From an optimization exercise on the open Yosys and OpenROAD flow, aimed at small area and a short achievable clock period; shortcuts taken in it are not production practice.

== indigo ==
==> flow/design.v <==
`default_nettype none
module fadd_p2 (input wire [31:0] x1,
                input wire [31:0] x2,
                output reg [31:0] y,
                output reg        ovf,
                input wire        clk,
                input wire        rstn);
   wire        s1 = x1[31];
   wire        s2 = x2[31];
   wire [7:0]  e1 = x1[30:23];
   wire [7:0]  e2 = x2[30:23];
   wire [22:0] m1 = x1[22:0];
   wire [22:0] m2 = x2[22:0];
   wire        h1 = |e1;
   wire        h2 = |e2;
   wire [7:0]  e1a = {e1[7:1], e1[0] | ~h1};
   wire [7:0]  e2a = {e2[7:1], e2[0] | ~h2};
   wire        f1 = &e1;
   wire        f2 = &e2;
   wire        spec = f1 | f2;
   wire        nz1 = |m1;
   wire        nz2 = |m2;
   wire        pick1 = f1 & (~f2 | nz1);
   wire        sub = s1 ^ s2;
   wire        infnan = f1 & f2 & ~nz1 & ~nz2 & sub;
   wire        nzp = pick1 ? nz1 : nz2;
   wire        sel = spec ? ~pick1 : (x2[30:0] >= x1[30:0]);
   wire [7:0]  es = sel ? e2a : e1a;
   wire [23:0] msx = sel ? {h2, m2} : {h1, m1};
   wire [23:0] ms = {msx[23], msx[22] | (spec & (nzp | infnan)), msx[21:0]};
   wire [23:0] mi = sel ? {h1, m1} : {h2, m2};
   wire        ss = (sel ? s2 : s1) | infnan;
   wire [8:0]  d12 = {1'b0, e1a} - {1'b0, e2a};
   wire [7:0]  d21 = e2a - e1a;
   wire [7:0]  tde = d12[8] ? d21 : d12[7:0];
   wire [4:0]  de = (spec | (|tde[7:5])) ? 5'd31 : tde[4:0];
   wire [25:0] a0 = {mi, 2'b00};
   wire [25:0] a1 = de[4] ? {16'b0, a0[25:16]} : a0;
   wire        t1 = de[4] & (|a0[15:0]);
   wire [25:0] a2 = de[3] ? {8'b0, a1[25:8]} : a1;
   wire        t2 = de[3] & (|a1[7:0]);
   wire [25:0] a3 = de[2] ? {4'b0, a2[25:4]} : a2;
   wire        t3 = de[2] & (|a2[3:0]);
   wire [25:0] a4 = de[1] ? {2'b0, a3[25:2]} : a3;
   wire        t4 = de[1] & (|a3[1:0]);
   wire [25:0] a5 = de[0] ? {1'b0, a4[25:1]} : a4;
   wire        t5 = de[0] & a4[0];
   wire        tstck = t1 | t2 | t3 | t4 | t5;
   reg [23:0]  msr;
   reg [25:0]  miar;
   reg         stckr;
   reg         subr;
   reg         ssr;
   reg         specr;
   reg [7:0]   er;       
   always @(posedge clk) begin
      msr   <= ms;
      miar  <= a5;
      stckr <= tstck;
      subr  <= sub;
      ssr   <= ss;
      specr <= spec;
      er    <= es + 8'd1;
   end
   wire [26:0] aa = {1'b0, msr, 2'b00};
   wire [26:0] bb = {1'b0, miar} ^ {27{subr}};
   wire [26:0] p0 = aa ^ bb;
   wire [26:0] g0 = aa & bb;
   reg  [26:0] g, p;
   integer     i, l;
   always @* begin
      g = g0; p = p0;
      g[0] = g0[0] | (p0[0] & subr);
      for (l = 0; l < 5; l = l + 1)
        for (i = (2 << l) - 1; i < 27; i = i + (2 << l)) begin
           g[i] = g[i] | (p[i] & g[i - (1 << l)]);
           p[i] = p[i] & p[i - (1 << l)];
        end
      for (l = 3; l >= 0; l = l - 1)
        for (i = (3 << l) - 1; i < 27; i = i + (2 << l)) begin
           g[i] = g[i] | (p[i] & g[i - (1 << l)]);
           p[i] = p[i] & p[i - (1 << l)];
        end
   end
   wire [26:0] mye = p0 ^ {g[25:0], subr};
   reg  [26:0] sent;
   always @* begin
      for (i = 0; i < 27; i = i + 1)
        sent[i] = (er == 8'd27 - i[7:0]);
   end
   wire [26:0] n0 = mye | sent;
   wire [31:0] lzi = {n0, 5'b11111};
   reg  [15:0] v1;  reg [15:0] c1;
   reg  [7:0]  v2;  reg [15:0] c2;
   reg  [3:0]  v3;  reg [11:0] c3;
   reg  [1:0]  v4;  reg [7:0]  c4;
   reg  [4:0]  sh;
   always @* begin
      for (i = 0; i < 16; i = i + 1) begin
         v1[i] = lzi[2*i+1] | lzi[2*i];
         c1[i] = ~lzi[2*i+1];
      end
      for (i = 0; i < 8; i = i + 1) begin
         v2[i] = v1[2*i+1] | v1[2*i];
         c2[2*i +: 2] = v1[2*i+1] ? {1'b0, c1[2*i+1]} : {1'b1, c1[2*i]};
      end
      for (i = 0; i < 4; i = i + 1) begin
         v3[i] = v2[2*i+1] | v2[2*i];
         c3[3*i +: 3] = v2[2*i+1] ? {1'b0, c2[2*(2*i+1) +: 2]} : {1'b1, c2[2*(2*i) +: 2]};
      end
      for (i = 0; i < 2; i = i + 1) begin
         v4[i] = v3[2*i+1] | v3[2*i];
         c4[4*i +: 4] = v3[2*i+1] ? {1'b0, c3[3*(2*i+1) +: 3]} : {1'b1, c3[3*(2*i) +: 3]};
      end
      sh = v4[1] ? {1'b0, c4[7:4]} : {1'b1, c4[3:0]};
   end
   wire [26:0] k1 = sh[4] ? {mye[10:0], 16'b0} : mye;
   wire [26:0] k2 = sh[3] ? {k1[18:0], 8'b0} : k1;
   wire [26:0] k3 = sh[2] ? {k2[22:0], 4'b0} : k2;
   wire [26:0] k4 = sh[1] ? {k3[24:0], 2'b0} : k3;
   wire [26:0] myf = sh[0] ? {k4[25:0], 1'b0} : k4;
   wire        den = ~myf[26];
   wire [7:0]  eyr = den ? 8'd0 : (er - {3'b0, sh});
   wire        ovfp = (&er) & mye[26];
   wire        stk = stckr | myf[0];
   wire        up = ~ovfp & myf[2] & (myf[1] | (stk ? ~subr : myf[3]));
   wire        zero = ~|mye;
   wire        sy = ssr & (~subr | ~zero);
   reg         syr;
   reg [30:0]  yur;
   reg         upr;
   reg         nspr;
   always @(posedge clk) begin
      if (~rstn) begin
         syr  <= 1'b0;
         yur  <= 31'd0;
         upr  <= 1'b0;
         nspr <= 1'b0;
      end else begin
         syr  <= sy;
         yur  <= {eyr, myf[25:3] & {23{~ovfp}}};
         upr  <= up;
         nspr <= ~specr;
      end
   end
   wire [30:0] yr = yur + {30'b0, upr};
   always @* begin
      y   = {syr, yr};
      ovf = nspr & (&yr[30:23]);
   end
endmodule
`default_nettype wire
Settings: LEC_CHECK=0, ABC_AREA=1, CAP_MARGIN=20, CORE_MARGIN=2, CORE_UTILIZATION=45, PLACE_DENSITY=0.6, SLEW_MARGIN=20; clock period 15.0 ns.
run.sh (not shown) runs the stock make flow with config.mk's settings and CLKGATE_MAP_FILE= SYNTH_SCRIPT=/design/flow/synth_recipe.tcl, a recipe that flattens the netlist after the stock synthesis.
## Diff of input files: yarrow against indigo
-- flow/design.v --
<<< indigo, line 125
   wire        stk = stckr | myf[0];
   wire        up = ~ovfp & myf[2] & (myf[1] | (stk ? ~subr : myf[3]));
   wire        zero = ~|mye;
   wire        sy = ssr & (~subr | ~zero);
   reg         syr;
   reg [30:0]  yur;
   reg         upr;
   reg         nspr;
   always @(posedge clk) begin
      if (~rstn) begin
         syr  <= 1'b0;
         yur  <= 31'd0;
         upr  <= 1'b0;
         nspr <= 1'b0;
      end else begin
         syr  <= sy;
         yur  <= {eyr, myf[25:3] & {23{~ovfp}}};
         upr  <= up;
         nspr <= ~specr;
      end
   end
   wire [30:0] yr = yur + {30'b0, upr};
   always @* begin
      y   = {syr, yr};
      ovf = nspr & (&yr[30:23]);
   end
endmodule
>>> yarrow, line 125
   wire        stk = stckr | myf[0];
   wire        up = ~ovfp & myf[2] & (myf[1] | (stk ? ~subr : myf[3]));
   wire [30:0] yr = {eyr, myf[25:3] & {23{~ovfp}}} + {30'b0, up};
   wire        zero = ~|mye;
   wire        sy = ssr & (~subr | ~zero);
   always @(posedge clk) begin
      if (~rstn) begin
         y   <= 32'd0;
         ovf <= 1'b0;
      end else begin
         y   <= {sy, yr};
         ovf <= ~specr & (&yr[30:23]);
      end
   end
endmodule
[summary]
The global routing met3 resource utilization on yarrow is in line with that on indigo. Changes observed in yarrow relative to indigo: count of buffer and inverter cells on the critical path down 1, wire length of the first global-routing pass +5.0%, wire length +about 7%, post-synthesis simple-gate area fraction saw a decrease, synthesized area per cell grew by 1.1%.
No functional check of the RTL was part of any run of this note.

afterwards: timing with drivers on the ports:
No port has a modelled driver above. Below, the same layouts with a new extraction and two added sets of constraints. Step 1 (the two cells are an assumption about what drives the block):
set clk [get_ports {clk}]
set_driving_cell -lib_cell sky130_fd_sc_hd__clkbuf_16 $clk
set_driving_cell -lib_cell sky130_fd_sc_hd__buf_2 [delete_from_list [all_inputs] $clk]
Step 2 moves the port delays by t, midway between the first and last clock arrival at a register: inputs arrive t later, outputs are due t later. That takes back most of the time a late clock gives input paths. a / b / c = ideal ports / drivers / drivers and shift; a / b = the first two.
run | t (ns) | setup WS [ns] | worst setup path at the end
indigo | 0.401 | 7.775 / 7.793 / 7.391 | input to register
yarrow | 0.395 | 7.191 / 7.217 / 6.822 | input to register
After both steps every run listed still meets setup and hold. The setup slack of indigo, which loses most, moves by +0.018 ns with the drivers and by -0.384 ns with both steps.
